Background: an optimization exercise with open tools, aiming at small area. Do not read the settings as production practice. In this exercise RTL edits were held to simulation tests only and were not proved equivalent to the original. Power figures rest on the tool's default switching activity, not on a simulated workload.

==> module fifo_1, before the edit <==
module fifo_1 (input clock, resetn, soft_reset, write_enb_next, read_enb,
               input [7:0] data_in, output reg [7:0] data_out, output full, empty);
reg [4:0] last;
reg [4:0] last_next;
reg [127:0] mem;
reg shift, hold;
wire rd = read_enb && !empty;
wire [7:0] m4 [0:3];
genvar g;
generate for (g = 0; g < 4; g = g + 1) begin: q
	assign m4[g] = last[1] ? (last[0] ? mem[(4*g+3)*8 +: 8] : mem[(4*g+2)*8 +: 8])
	                       : (last[0] ? mem[(4*g+1)*8 +: 8] : mem[(4*g)*8 +: 8]);
end endgenerate
wire [7:0] rdata = last[3] ? (last[2] ? m4[3] : m4[2]) : (last[2] ? m4[1] : m4[0]);
always @(posedge clock)
	mem <= ({mem[119:0], data_in} & {128{shift}}) | (mem & {128{hold}});
always @(posedge clock)
	if (!resetn || soft_reset) data_out <= 8'd0;
	else if (rd) data_out <= rdata;
always @(*)
	if (!resetn || soft_reset) last_next = 5'h1f;
	else if (shift && !rd) last_next = last + 5'd1;
	else if (rd && !shift) last_next = last - 5'd1;
	else last_next = last;
wire shift_next = write_enb_next && (last_next != 5'd15);
always @(posedge clock) begin
	last <= last_next;
	shift <= shift_next;
	hold <= !shift_next;
end
assign empty = last[4];
assign full  = (last == 5'd15);
endmodule
==> module fsm_1, before the edit <==
module fsm_1 (input clock, resetn, pkt_valid, fifo_full, soft_reset,
              input [2:0] fifo_empty, input [1:0] data_in, input [1:0] temp,
              output detect_add, lfd_state, ld_state, wte_state, laf_state,
              output write_enb_reg, write_next, busy);
localparam [2:0] DA = 3'd0, LD = 3'd1, LP = 3'd5, LAF = 3'd7,
                 LFD = 3'd3, WTE = 3'd2, FFS = 3'd6, CPE = 3'd4;
reg [2:0] ps, ns;
wire empty_in  = (data_in == 2'd0) ? fifo_empty[0] : (data_in == 2'd1) ? fifo_empty[1] : fifo_empty[2];
wire empty_tmp = (temp == 2'd0) ? fifo_empty[0] : (temp == 2'd1) ? fifo_empty[1] : fifo_empty[2];
always @(*)
	case (ps)
	DA:  ns = (pkt_valid && data_in != 2'd3) ? (empty_in ? LFD : WTE) : DA;
	LFD: ns = LD;
	LD:  ns = fifo_full ? FFS : !pkt_valid ? LP : LD;
	WTE: ns = empty_tmp ? LFD : WTE;
	FFS: ns = fifo_full ? FFS : LAF;
	LAF: ns = LD;
	LP:  ns = CPE;
	default: ns = fifo_full ? FFS : DA;
	endcase
always @(posedge clock)
	if (!resetn || soft_reset) ps <= DA;
	else ps <= ns;
assign detect_add = (ps == DA);
assign lfd_state = (ps == LFD);
assign ld_state = (ps == LD);
assign wte_state = (ps == WTE);
assign laf_state = (ps == LAF);
assign write_enb_reg = (ps == LD) | (ps == LP) | (ps == LAF);
assign write_next = resetn && !soft_reset && ((ns == LD) | (ns == LP) | (ns == LAF));
assign busy = !((ps == DA) | (ps == LD));
endmodule
==> module synchronizer_1, before the edit <==
module synchronizer_1 (input clock, resetn, vld_out, read_enb, output reg soft_reset);
reg [4:0] count;
wire last = count[4] & ~count[2] & ~count[1] & ~count[0];
always @(posedge clock)
	if (!resetn || !vld_out || read_enb) begin
		soft_reset <= 1'b0; count <= 5'd0;
	end else if (last) begin
		soft_reset <= 1'b1; count <= 5'd0;
	end else begin
		soft_reset <= 1'b0; count <= {count[3:0], ~(count[4] ^ count[2])};
	end
endmodule
==> module router, before the edit <==
module router(input [7:0]data_in,input pkt_valid,clock,resetn,read_enb_0,read_enb_1,read_enb_2, output [7:0]data_out_0,data_out_1,data_out_2,
 	      output vld_out_0,vld_out_1,vld_out_2,err,busy);
wire [7:0] dout;
wire [2:0] full, empty;
reg [1:0] temp;
wire detect_add, lfd_state, ld_state, wte_state, laf_state, write_enb_reg;
wire soft_reset_0, soft_reset_1, soft_reset_2;
always @(posedge clock)
	if (detect_add) temp <= data_in[1:0];
wire write_next;
wire [2:0] write_enb_next = write_next ? {temp == 2'd2, temp == 2'd1, temp == 2'd0} : 3'b000;
wire fifo_full = (temp == 2'd0) ? full[0] : (temp == 2'd1) ? full[1] : full[2];
fifo_1 FIFO1(clock, resetn, soft_reset_0, write_enb_next[0], read_enb_0, dout, data_out_0, full[0], empty[0]);
fifo_1 FIFO2(clock, resetn, soft_reset_1, write_enb_next[1], read_enb_1, dout, data_out_1, full[1], empty[1]);
fifo_1 FIFO3(clock, resetn, soft_reset_2, write_enb_next[2], read_enb_2, dout, data_out_2, full[2], empty[2]);
assign vld_out_0 = !empty[0];
assign vld_out_1 = !empty[1];
assign vld_out_2 = !empty[2];
synchronizer_1 SYNC0(clock, resetn, vld_out_0, read_enb_0, soft_reset_0);
synchronizer_1 SYNC1(clock, resetn, vld_out_1, read_enb_1, soft_reset_1);
synchronizer_1 SYNC2(clock, resetn, vld_out_2, read_enb_2, soft_reset_2);
fsm_1 FSM(clock, resetn, pkt_valid, fifo_full, soft_reset_0 | soft_reset_1 | soft_reset_2,
	  empty, data_in[1:0], temp, detect_add, lfd_state, ld_state, wte_state, laf_state,
	  write_enb_reg, write_next, busy);
register_1 REGISTER(clock, resetn, pkt_valid, fifo_full, detect_add, lfd_state, ld_state,
	  wte_state, laf_state, data_in, err, dout);
endmodule
Settings: LEC_CHECK=0, CAP_MARGIN=20, CORE_MARGIN=2, CORE_UTILIZATION=60, CTS_BUF_LIST=sky130_fd_sc_hd__clkbuf_8, CTS_CLUSTER_DIAMETER=60, CTS_CLUSTER_SIZE=20, SLEW_MARGIN=20; clock period 5.0 ns.
standard.sh (not shown) runs the stock make flow with config.mk's settings and CLKGATE_MAP_FILE= SYNTH_SCRIPT=/design/flow/synth_recipe.tcl, a recipe that flattens the netlist after the stock synthesis.
==> flow/flow/run.sh <==
#!/bin/bash
# The standard layout, with two changes: the port buffers are buf_1
# instead of the flow's default choice, and CTS adds no dummy loads.
set -uo pipefail
export BUFFER_PORTS_ARGS="-buffer_cell sky130_fd_sc_hd__buf_1"
export CTS_ARGS="-sink_clustering_enable -repair_clock_nets -sink_clustering_size 20 -sink_clustering_max_diameter 60 -buf_list sky130_fd_sc_hd__clkbuf_8 -dont_use_dummy_load"
bash standard.sh > standard.log 2>&1
Next try:
==> flow/design.v (replaced) <==
module fifo_1 (input clock, resetn, soft_reset, write_enb, read_enb,
               input [7:0] data_in, output reg [7:0] data_out, output full, empty);
reg [4:0] last;
reg [127:0] mem;
wire wr = write_enb && !full;
wire rd = read_enb && !empty;
wire [7:0] m4 [0:3];
genvar g;
generate for (g = 0; g < 4; g = g + 1) begin: q
	assign m4[g] = last[1] ? (last[0] ? mem[(4*g+3)*8 +: 8] : mem[(4*g+2)*8 +: 8])
	                       : (last[0] ? mem[(4*g+1)*8 +: 8] : mem[(4*g)*8 +: 8]);
end endgenerate
wire [7:0] rdata = last[3] ? (last[2] ? m4[3] : m4[2]) : (last[2] ? m4[1] : m4[0]);
always @(posedge clock)
	if (wr) mem <= {mem[119:0], data_in};
always @(posedge clock)
	if (!resetn || soft_reset) data_out <= 8'd0;
	else if (rd) data_out <= rdata;
always @(posedge clock)
	if (!resetn || soft_reset) last <= 5'h1f;
	else if (wr && !rd) last <= last + 5'd1;
	else if (rd && !wr) last <= last - 5'd1;
assign empty = last[4];
assign full  = (last == 5'd15);
endmodule
module fsm_1 (input clock, resetn, pkt_valid, fifo_full, soft_reset,
              input [2:0] fifo_empty, input [1:0] data_in, input [1:0] temp,
              output detect_add, lfd_state, ld_state, wte_state, laf_state,
              output write_enb_reg, busy);
localparam [2:0] DA = 3'd0, LD = 3'd1, LP = 3'd5, LAF = 3'd7,
                 LFD = 3'd3, WTE = 3'd2, FFS = 3'd6, CPE = 3'd4;
reg [2:0] ps, ns;
wire empty_in  = (data_in == 2'd0) ? fifo_empty[0] : (data_in == 2'd1) ? fifo_empty[1] : fifo_empty[2];
wire empty_tmp = (temp == 2'd0) ? fifo_empty[0] : (temp == 2'd1) ? fifo_empty[1] : fifo_empty[2];
always @(*)
	case (ps)
	DA:  ns = (pkt_valid && data_in != 2'd3) ? (empty_in ? LFD : WTE) : DA;
	LFD: ns = LD;
	LD:  ns = fifo_full ? FFS : !pkt_valid ? LP : LD;
	WTE: ns = empty_tmp ? LFD : WTE;
	FFS: ns = fifo_full ? FFS : LAF;
	LAF: ns = LD;
	LP:  ns = CPE;
	default: ns = fifo_full ? FFS : DA;
	endcase
always @(posedge clock)
	if (!resetn || soft_reset) ps <= DA;
	else ps <= ns;
assign detect_add = (ps == DA);
assign lfd_state = (ps == LFD);
assign ld_state = (ps == LD);
assign wte_state = (ps == WTE);
assign laf_state = (ps == LAF);
assign write_enb_reg = (ps == LD) | (ps == LP) | (ps == LAF);
assign busy = !((ps == DA) | (ps == LD));
endmodule
module register_1 (input clock, resetn, pkt_valid, fifo_full, detect_add, lfd_state,
                   ld_state, wte_state, laf_state, input [7:0] data_in,
                   output reg err, output reg [7:0] dout);
reg [7:0] int_parity;
reg [7:0] full_byte;
reg parity_done, mismatch;
always @(posedge clock)
	if (!resetn) parity_done <= 1'b0;
	else parity_done <= ld_state && !pkt_valid && !fifo_full;
always @(posedge clock)
	mismatch <= (int_parity != data_in);
always @(posedge clock)
	if (!resetn) err <= 1'b0;
	else if (parity_done) err <= mismatch;
always @(posedge clock)
	if (detect_add || (ld_state && !fifo_full)) dout <= data_in;
	else if (wte_state) dout <= 8'd0;
	else if (laf_state) dout <= full_byte;
always @(posedge clock)
	if (!resetn) full_byte <= 8'd0;
	else if (ld_state && fifo_full) full_byte <= data_in;
always @(posedge clock)
	if (lfd_state) int_parity <= pkt_valid ? dout : 8'd0;
	else if (ld_state && pkt_valid) int_parity <= int_parity ^ data_in;
endmodule
module synchronizer_1 (input clock, resetn, vld_out, read_enb, output reg soft_reset);
reg [4:0] count;
always @(posedge clock)
	if (!resetn || !vld_out || read_enb) begin
		soft_reset <= 1'b0; count <= 5'd0;
	end else if (count == 5'd29) begin
		soft_reset <= 1'b1; count <= 5'd0;
	end else begin
		soft_reset <= 1'b0; count <= count + 5'd1;
	end
endmodule
module router(input [7:0]data_in,input pkt_valid,clock,resetn,read_enb_0,read_enb_1,read_enb_2, output [7:0]data_out_0,data_out_1,data_out_2,
 	      output vld_out_0,vld_out_1,vld_out_2,err,busy);
wire [7:0] dout;
wire [2:0] full, empty;
reg [1:0] temp;
wire detect_add, lfd_state, ld_state, wte_state, laf_state, write_enb_reg;
wire soft_reset_0, soft_reset_1, soft_reset_2;
always @(posedge clock)
	if (detect_add) temp <= data_in[1:0];
wire [2:0] write_enb = write_enb_reg ? {temp == 2'd2, temp == 2'd1, temp == 2'd0} : 3'b000;
wire fifo_full = full[temp];
fifo_1 FIFO1(clock, resetn, soft_reset_0, write_enb[0], read_enb_0, dout, data_out_0, full[0], empty[0]);
fifo_1 FIFO2(clock, resetn, soft_reset_1, write_enb[1], read_enb_1, dout, data_out_1, full[1], empty[1]);
fifo_1 FIFO3(clock, resetn, soft_reset_2, write_enb[2], read_enb_2, dout, data_out_2, full[2], empty[2]);
assign vld_out_0 = !empty[0];
assign vld_out_1 = !empty[1];
assign vld_out_2 = !empty[2];
synchronizer_1 SYNC0(clock, resetn, vld_out_0, read_enb_0, soft_reset_0);
synchronizer_1 SYNC1(clock, resetn, vld_out_1, read_enb_1, soft_reset_1);
synchronizer_1 SYNC2(clock, resetn, vld_out_2, read_enb_2, soft_reset_2);
fsm_1 FSM(clock, resetn, pkt_valid, fifo_full, soft_reset_0 | soft_reset_1 | soft_reset_2,
	  empty, data_in[1:0], temp, detect_add, lfd_state, ld_state, wte_state, laf_state,
	  write_enb_reg, busy);
register_1 REGISTER(clock, resetn, pkt_valid, fifo_full, detect_add, lfd_state, ld_state,
	  wte_state, laf_state, data_in, err, dout);
endmodule
Effect:
- setup slack degrades by 110 ps
- non-clock buffer count rose by 3
- design area is higher slightly
- sequential power goes down by a few percent
- via count went down by a quarter to a third
- synthesized area goes down slightly
- wire length falls by roughly a tenth

[re-timing with driven ports]
How much do the figures lean on ideal ports? The routed layouts below were timed once more, with nothing changed but the port constraints. Step 1 (the two cells are an assumption about what drives the block):
set clk [get_ports {clock}]
set_driving_cell -lib_cell sky130_fd_sc_hd__clkbuf_16 $clk
set_driving_cell -lib_cell sky130_fd_sc_hd__buf_2 [delete_from_list [all_inputs] $clk]
Step 2, shift: input delay + t, output delay - t, t = (earliest + latest rising clock arrival at the registers) / 2. This alone moves slack from input paths to output paths. a / b / c = ideal / step 1 / step 2; a / b = the first two.
run	t (ns)	setup slack, ns	hold slack, ns	slew at the worst register clock pin (ns)
the first run	0.584	2.116 / 2.116 / 2.116	0.435 / 0.435 / 0.435	0.12 / 0.12
the second run	0.590	2.008 / 2.008 / 1.839	0.430 / 0.430 / 0.430	0.12 / 0.12
After both steps every run listed still meets setup and hold. For the second run, which loses most, drivers alone change the setup slack by 0.000 ns; drivers and shift together by -0.169 ns.
